Source: an optimization exercise on an open RTL-to-GDS flow (aim: small area). Production flows keep margins and buffers that such runs may drop. Only simulation tests tie the RTL to the original design; equivalence was not proved.

==> inputs of v21 <==
// lagtester_video
module lagtester_video(
    input  wire        clock,
    input  wire        reset,
    input  wire [7:0]  config_data,
    input  wire [79:0] bcdcount,
    output wire [9:0]  tmds_red,
    output wire [9:0]  tmds_green,
    output wire [9:0]  tmds_blue,
    output wire        starttrigger
);
    localparam [2:0] P1080 = 3'd0, I1080 = 3'd1, P720 = 3'd2, P480 = 3'd3, I480 = 3'd4;
    function glyph_bit(input [5:0] fa_gid, input [3:0] fa_row, input [2:0] fa_col);
        reg [7:0] w;
        begin
        case ({fa_gid, fa_row})
            10'd2: w = 8'b00111100;
            10'd3: w = 8'b01000010;
            10'd4: w = 8'b01000010;
            10'd5: w = 8'b01000110;
            10'd6: w = 8'b01001010;
            10'd7: w = 8'b01010010;
            10'd8: w = 8'b01100010;
            10'd9: w = 8'b01000010;
            10'd10: w = 8'b01000010;
            10'd11: w = 8'b01000010;
            10'd12: w = 8'b00111100;
            10'd18: w = 8'b00011000;
            10'd19: w = 8'b00101000;
            10'd20: w = 8'b00001000;
            10'd21: w = 8'b00001000;
            10'd22: w = 8'b00001000;
            10'd23: w = 8'b00001000;
  ...
export LEC_CHECK = 0
export ABC_AREA = 1
export CAP_MARGIN = 20
export CORE_MARGIN = 2
export CORE_UTILIZATION = 40
export SLEW_MARGIN = 20
export SYNTH_MEMORY_MAX_BITS = 16384
create_clock -name core_clock -period 6.7 [get_ports {clock}]
standard.sh (not shown) runs the stock make flow with config.mk's settings and CLKGATE_MAP_FILE= SYNTH_SCRIPT=/design/flow/synth_recipe.tcl, a recipe that flattens the netlist after the stock synthesis.
==> flow/flow/run.sh <==
#!/bin/bash
# Layout flow: the standard synthesis, its combinational logic re-mapped for
# area (flip-flops untouched), then the standard layout steps, with 1x port
# buffers. Each tool's output goes to a log of its own in this folder.
set -euo pipefail
W=$(pwd)
F=$W/flow
R=$W/orfs/results/${FLOW_PLATFORM}/lagtester_video/base
LIB=$FLOW_HOME/platforms/${FLOW_PLATFORM}/lib/sky130_fd_sc_hd__tt_025C_1v80.lib
YOSYS=$(command -v yosys || echo "$FLOW_HOME/../tools/install/yosys/bin/yosys")

# 1. standard synthesis
bash standard.sh synth > "$W/step1_synth.log" 2>&1

# 2. re-map the combinational logic; keep it only if it is a clean netlist of
#    library cells that yosys proves equivalent to the standard one
cp "$R/1_2_yosys.v" "$W/std_synth.v"
use=std_synth.v
if REMAP_LIB="$LIB" REMAP_DONT_USE="$F/dont_use.txt" REMAP_SCRIPT="$F/remap.abc" \
     REMAP_IN="$W/std_synth.v" REMAP_OUT="$W/remap.v" REMAP_REPORT="$W/remap_stat.txt" \
     "$YOSYS" -c "$F/remap.tcl" > "$W/step2_remap.log" 2>&1 &&
   "$YOSYS" -p "read_liberty -lib $LIB; read_verilog $W/remap.v; hierarchy -check -top ${FLOW_TOP}; check -assert -mapped" \
     > "$W/step2_check.log" 2>&1 &&
   "$YOSYS" -p "read_liberty -wb -ignore_miss_func $LIB; read_verilog $W/std_synth.v; rename ${FLOW_TOP} gold; read_verilog $W/remap.v; rename ${FLOW_TOP} gate; hierarchy -check; flatten -wb -noscopeinfo gold gate; opt_clean; equiv_make gold gate equiv; hierarchy -top equiv; equiv_simple -undef; equiv_induct -undef; equiv_status -assert" \
     > "$W/step2_equiv.log" 2>&1; then
  use=remap.v
fi
echo "netlist used for the layout: $use" > "$W/step2_result.txt"
if [[ $use == remap.v ]]; then
  cp "$W/remap.v" "$R/1_2_yosys.v"
  rm -f "$R/1_synth.odb" "$R/1_synth.sdc"
fi

# 3. the standard layout from that netlist; ports get 1x buffers, and the
#    clock tree no dummy loads
CTS_ARGS="-sink_clustering_enable -repair_clock_nets -dont_use_dummy_load" \
BUFFER_PORTS_ARGS="-buffer_cell sky130_fd_sc_hd__buf_1" bash standard.sh finish > "$W/step3_layout.log" 2>&1
test -f "$W/out/final.def"
==> flow/flow/remap.tcl <==
# Re-maps the combinational logic of the standard synthesis netlist for area.
# Every flip-flop instance of the netlist is kept as it is (same name, same
# cell), so the registers stay those of the standard synthesis.
yosys -import
set lib $::env(REMAP_LIB)
set top $::env(FLOW_TOP)
set dont_use {}
foreach c [split [string trim [read [open $::env(REMAP_DONT_USE)]]] "\n"] {
  lappend dont_use -dont_use $c
}
read_liberty -wb -ignore_miss_func $lib
read_verilog -sv $::env(REMAP_IN)
hierarchy -top $top
# keep the flip-flops (and any other sequential cell) as cell instances
blackbox =sky130_fd_sc_hd__*df* =sky130_fd_sc_hd__*dl* =sky130_fd_sc_hd__*sdf*
flatten -wb
opt_clean
tee -o $::env(REMAP_REPORT).before stat -liberty $lib
abc -script $::env(REMAP_SCRIPT) -liberty $lib {*}$dont_use
opt_clean -purge
hilomap -singleton -hicell sky130_fd_sc_hd__conb_1 HI -locell sky130_fd_sc_hd__conb_1 LO
insbuf -buf sky130_fd_sc_hd__buf_1 A X
opt_clean -purge
tee -o $::env(REMAP_REPORT) stat -liberty $lib
select $top
write_verilog -noattr -nohex -nodec -selected $::env(REMAP_OUT)
Other scripts of this flow, unchanged in this note and not shown: flow/flow/dont_use.txt, flow/flow/remap.abc
==> inputs of v15, as changes to v21 <==
--- a/flow/design.v
+++ b/flow/design.v
@@ -462,30 +462,26 @@
             I1080:   eqm = v == c1;
             P720:    eqm = v == c2;
             P480:    eqm = v == c3;
             I480:    eqm = v == c4;
             default: eqm = v == c0;
         endcase
     endfunction
     reg [2:0] mode, mode_p, mode_pp;
-    reg [2:0] mode_d;
-    always @(*) begin
-        if (reset) mode_d = P1080;
+    always @(posedge clock) begin
+        if (reset) mode <= P1080;
         else case (config_data)
-            8'h02: mode_d = P1080;
-            8'h03: mode_d = I1080;
-            8'h04: mode_d = P720;
-            8'h08: mode_d = P480;
-            8'h09: mode_d = I480;
-            default: mode_d = mode;
+            8'h02: mode <= P1080;
+            8'h03: mode <= I1080;
+            8'h04: mode <= P720;
+            8'h08: mode <= P480;
+            8'h09: mode <= I480;
+            default: ;
         endcase
-    end
-    always @(posedge clock) begin
-        mode <= mode_d;
         mode_p <= mode;
         mode_pp <= mode_p;
     end
     reg [11:0] cx;
     reg [10:0] cy;
     reg        state;
     wire [11:0] cy12 = {1'b0, cy};
     wire x_end = gem(mode, cx, 1099, 2199, 1649, 857, 1715);
@@ -633,43 +629,36 @@
         case (mode_p)
             I1080: begin hsbp_p = 192; vsbp_p2 = state ? 21 : 20; end
             P720:  begin hsbp_p = 260; vsbp_p2 = 25; end
             P480:  begin hsbp_p = 122; vsbp_p2 = 36; end
             I480:  begin hsbp_p = 238; vsbp_p2 = state ? 19 : 18; end
             default: begin hsbp_p = 96; vsbp_p2 = 41; end
         endcase
     end
-    wire [11:0] yn = cy12 - vsbp_p2;
-    wire yn_test = !gem(mode_d, yn, 90, 45, 60, 40, 20) ||
-         (gem(mode_d, yn, 495, 247, 330, 220, 110) && !gem(mode_d, yn, 585, 292, 390, 260, 130)) ||
-         (gem(mode_d, yn, 990, 495, 660, 440, 220) && !gem(mode_d, yn, 1080, 540, 720, 480, 240));
-    wire yn_res = !gem(mode_d, yn, 32, 16, 32, 16, 16);
-    wire yr0 = gem(mode_d, yn, 120, 60, 60, 50, 25);
-    wire yr1 = gem(mode_d, yn, 184, 92, 124, 82, 41);
-    wire yr2 = gem(mode_d, yn, 248, 124, 188, 114, 57);
-    wire yr3 = gem(mode_d, yn, 312, 156, 252, 146, 73);
-    wire yr4 = gem(mode_d, yn, 376, 188, 316, 178, 89);
-    reg [11:0] x;
-    reg y_test, y_res, y_text;
-    reg [1:0] y_row;
+    reg [11:0] x, y;
     always @(posedge clock) begin
         x <= cx - hsbp_p;
-        y_test <= yn_test;
-        y_res <= yn_res;
-        y_text <= yr0 && !yr4;
-        y_row <= !yr1 ? 2'd0 : !yr2 ? 2'd1 : !yr3 ? 2'd2 : 2'd3;
-    end
-    wire row0 = y_text && y_row == 0;
-    wire row1 = y_text && y_row == 1;
-    wire row2 = y_text && y_row == 2;
-    wire row3 = y_text && y_row == 3;
-    wire test_area = fields_on && y_test &&
-        gem(mode, x, 60, 120, 80, 40, 80) && !gem(mode, x, 300, 600, 400, 200, 400);
-    wire res_area = y_res && gem(mode, x, 824, 1648, 1008, 584, 1168);
+        y <= cy12 - vsbp_p2;
+    end
+    wire test_area = fields_on &&
+        gem(mode, x, 60, 120, 80, 40, 80) && !gem(mode, x, 300, 600, 400, 200, 400) &&
+        (!gem(mode, y, 90, 45, 60, 40, 20) ||
+         (gem(mode, y, 495, 247, 330, 220, 110) && !gem(mode, y, 585, 292, 390, 260, 130)) ||
+         (gem(mode, y, 990, 495, 660, 440, 220) && !gem(mode, y, 1080, 540, 720, 480, 240)));
+    wire res_area = !gem(mode, y, 32, 16, 32, 16, 16) && gem(mode, x, 824, 1648, 1008, 584, 1168);
+    wire yr0 = gem(mode, y, 120, 60, 60, 50, 25);
+    wire yr1 = gem(mode, y, 184, 92, 124, 82, 41);
+    wire yr2 = gem(mode, y, 248, 124, 188, 114, 57);
+    wire yr3 = gem(mode, y, 312, 156, 252, 146, 73);
+    wire yr4 = gem(mode, y, 376, 188, 316, 178, 89);
+    wire row0 = yr0 && !yr1;
+    wire row1 = yr1 && !yr2;
+    wire row2 = yr2 && !yr3;
+    wire row3 = yr3 && !yr4;
     wire xl1 = gem(mode, x, 520, 1040, 760, 380, 760);
     wire xl2 = gem(mode, x, 600, 1200, 920, 460, 920);
     wire xl3 = gem(mode, x, 744, 1488, 1208, 604, 1208);
     wire text_area = gem(mode, x, 360, 720, 440, 220, 440) &&
         ((row0 && !xl1) || (row1 && !xl2) || (row2 && !xl3) || (row3 && !xl2));
     wire rhalf = !(mode_p == P1080 || mode_p == P480);
     wire [7:0] rx = rhalf ? x[8:1] : x[7:0];
     wire res_in = gem(mode_p, x, 824, 1648, 1008, 584, 1168) && !gem(mode_p, x, 960, 1920, 1280, 720, 1440);
==> flow/flow/run.sh (replaced) <==
#!/bin/bash
# Layout flow: the standard synthesis, its combinational logic re-mapped for
# area (flip-flops untouched), then the standard layout steps, with 1x port
# buffers. Each tool's output goes to a log of its own in this folder.
set -euo pipefail
W=$(pwd)
F=$W/flow
R=$W/orfs/results/${FLOW_PLATFORM}/lagtester_video/base
YOSYS=$(command -v yosys || echo "$FLOW_HOME/../tools/install/yosys/bin/yosys")

# 1. standard synthesis
bash standard.sh synth > "$W/step1_synth.log" 2>&1

# 2. re-map the combinational logic
cp "$R/1_2_yosys.v" "$W/std_synth.v"
REMAP_LIB="$FLOW_HOME/platforms/${FLOW_PLATFORM}/lib/sky130_fd_sc_hd__tt_025C_1v80.lib" \
REMAP_DONT_USE="$F/dont_use.txt" REMAP_SCRIPT="$F/remap.abc" \
REMAP_IN="$W/std_synth.v" REMAP_OUT="$W/remap.v" REMAP_REPORT="$W/remap_stat.txt" \
  "$YOSYS" -c "$F/remap.tcl" > "$W/step2_remap.log" 2>&1
"$YOSYS" -p "read_liberty -lib $FLOW_HOME/platforms/${FLOW_PLATFORM}/lib/sky130_fd_sc_hd__tt_025C_1v80.lib; read_verilog $W/remap.v; hierarchy -check -top ${FLOW_TOP}; check -assert -mapped" > "$W/step2_check.log" 2>&1
cp "$W/remap.v" "$R/1_2_yosys.v"
rm -f "$R/1_synth.odb" "$R/1_synth.sdc"

# 3. the standard layout from the re-mapped netlist; ports get 1x buffers
BUFFER_PORTS_ARGS="-buffer_cell sky130_fd_sc_hd__buf_1" bash standard.sh finish > "$W/step3_layout.log" 2>&1
test -f "$W/out/final.def"
- CAP_MARGIN: 20 -> 0
- CTS_BUF_LIST: not set -> sky130_fd_sc_hd__clkbuf_8
- SLEW_MARGIN: 20 -> 0
==> inputs of v19, as changes to v21 <==
--- a/flow/flow/run.sh
+++ b/flow/flow/run.sh
@@ -26,13 +26,11 @@
   use=remap.v
 fi
 echo "netlist used for the layout: $use" > "$W/step2_result.txt"
 if [[ $use == remap.v ]]; then
   cp "$W/remap.v" "$R/1_2_yosys.v"
   rm -f "$R/1_synth.odb" "$R/1_synth.sdc"
 fi
 
-# 3. the standard layout from that netlist; ports get 1x buffers, and the
-#    clock tree no dummy loads
-CTS_ARGS="-sink_clustering_enable -repair_clock_nets -dont_use_dummy_load" \
+# 3. the standard layout from that netlist; ports get 1x buffers
 BUFFER_PORTS_ARGS="-buffer_cell sky130_fd_sc_hd__buf_1" bash standard.sh finish > "$W/step3_layout.log" 2>&1
 test -f "$W/out/final.def"
==> report_table.html <==
<table>
<tr><th>Metric</th><th>Value</th></tr>
<tr><th colspan="2">Status</th></tr>
<tr><td>Result of the run</td><td>no timing/DRC/antenna violations</td></tr>
<tr><th colspan="2">CTS</th></tr>
<tr><td>Num Clock Sinks</td><td>182</td></tr>
<tr><td>Clock insertion delay at the later pin of the skew report</td><td>0.46 ns</td></tr>
<tr><th colspan="2">STA</th></tr>
<tr><td>Hold_ws</td><td>0.331 ns</td></tr>
<tr><td>Final critical-path share of the clock period</td><td>90.9%</td></tr>
<tr><th colspan="2">Layout</th></tr>
<tr><td>Number of inverters outside the clock class in the layout</td><td>195</td></tr>
<tr><td>Final Instance Count excl. Fillers</td><td>2214</td></tr>
<tr><th colspan="2">Critical path</th></tr>
<tr><td>Critical path's largest stage delay</td><td>0.69 ns</td></tr>
</table>
That was v19.
==> report_table.html <==
<table>
<tr><th>Metric</th><th>Value</th></tr>
<tr><th colspan="2">Status</th></tr>
<tr><td>Result of the run</td><td>no timing/DRC/antenna violations</td></tr>
<tr><th colspan="2">Critical path</th></tr>
<tr><td>Critical path's largest stage delay</td><td>0.62 ns</td></tr>
<tr><th colspan="2">CTS</th></tr>
<tr><td>Num Clock Sinks</td><td>182</td></tr>
<tr><td>Clock insertion delay at the later pin of the skew report</td><td>0.46 ns</td></tr>
<tr><th colspan="2">Layout</th></tr>
<tr><td>Final Instance Count excl. Fillers</td><td>2203</td></tr>
<tr><th colspan="2">STA</th></tr>
<tr><td>Final critical-path share of the clock period</td><td>90.8%</td></tr>
<tr><td>Hold_ws</td><td>0.325 ns</td></tr>
</table>
That was v21.
==> report_table.html <==
<table>
<tr><th>Metric</th><th>Value</th></tr>
<tr><th colspan="2">Status</th></tr>
<tr><td>Result of the run</td><td>no timing/DRC/antenna violations</td></tr>
<tr><th colspan="2">CTS</th></tr>
<tr><td>Num Clock Sinks</td><td>189</td></tr>
<tr><th colspan="2">Layout</th></tr>
<tr><td>Final Instance Count excl. Fillers</td><td>2227</td></tr>
<tr><td>Number of inverters outside the clock class in the layout</td><td>194</td></tr>
<tr><th colspan="2">STA</th></tr>
<tr><td>Hold_ws</td><td>0.335 ns</td></tr>
<tr><th colspan="2">Critical path</th></tr>
<tr><td>Critical path's largest stage delay</td><td>0.45 ns</td></tr>
</table>
That was v15.

-- static timing again, ports no longer ideal --
No port has a modelled driver above. Below, the same layouts with a new extraction and two added sets of constraints.
Step 1 assumes that a clkbuf_16 drives the clock port and a buf_2 every other input.
Step 2 adds t to the input delays and takes it off the output delays; t is the mean of the earliest and latest rising clock arrival at the registers after step 1. Input paths then give back, and output paths get back, about the clock's delay inside the block.
Three values: ideal, step 1, step 2; two values: the first two.
run | shift t [ns] | slack for setup (ns) | worst setup path after step 2
v21 | 0.494 | 0.617 / 0.617 / 0.617 | register to register
v15 | 0.551 | 0.669 / 0.669 / 0.669 | register to register
v19 | 0.498 | 0.607 / 0.607 / 0.607 | register to register
After both steps every run listed still meets setup and hold.
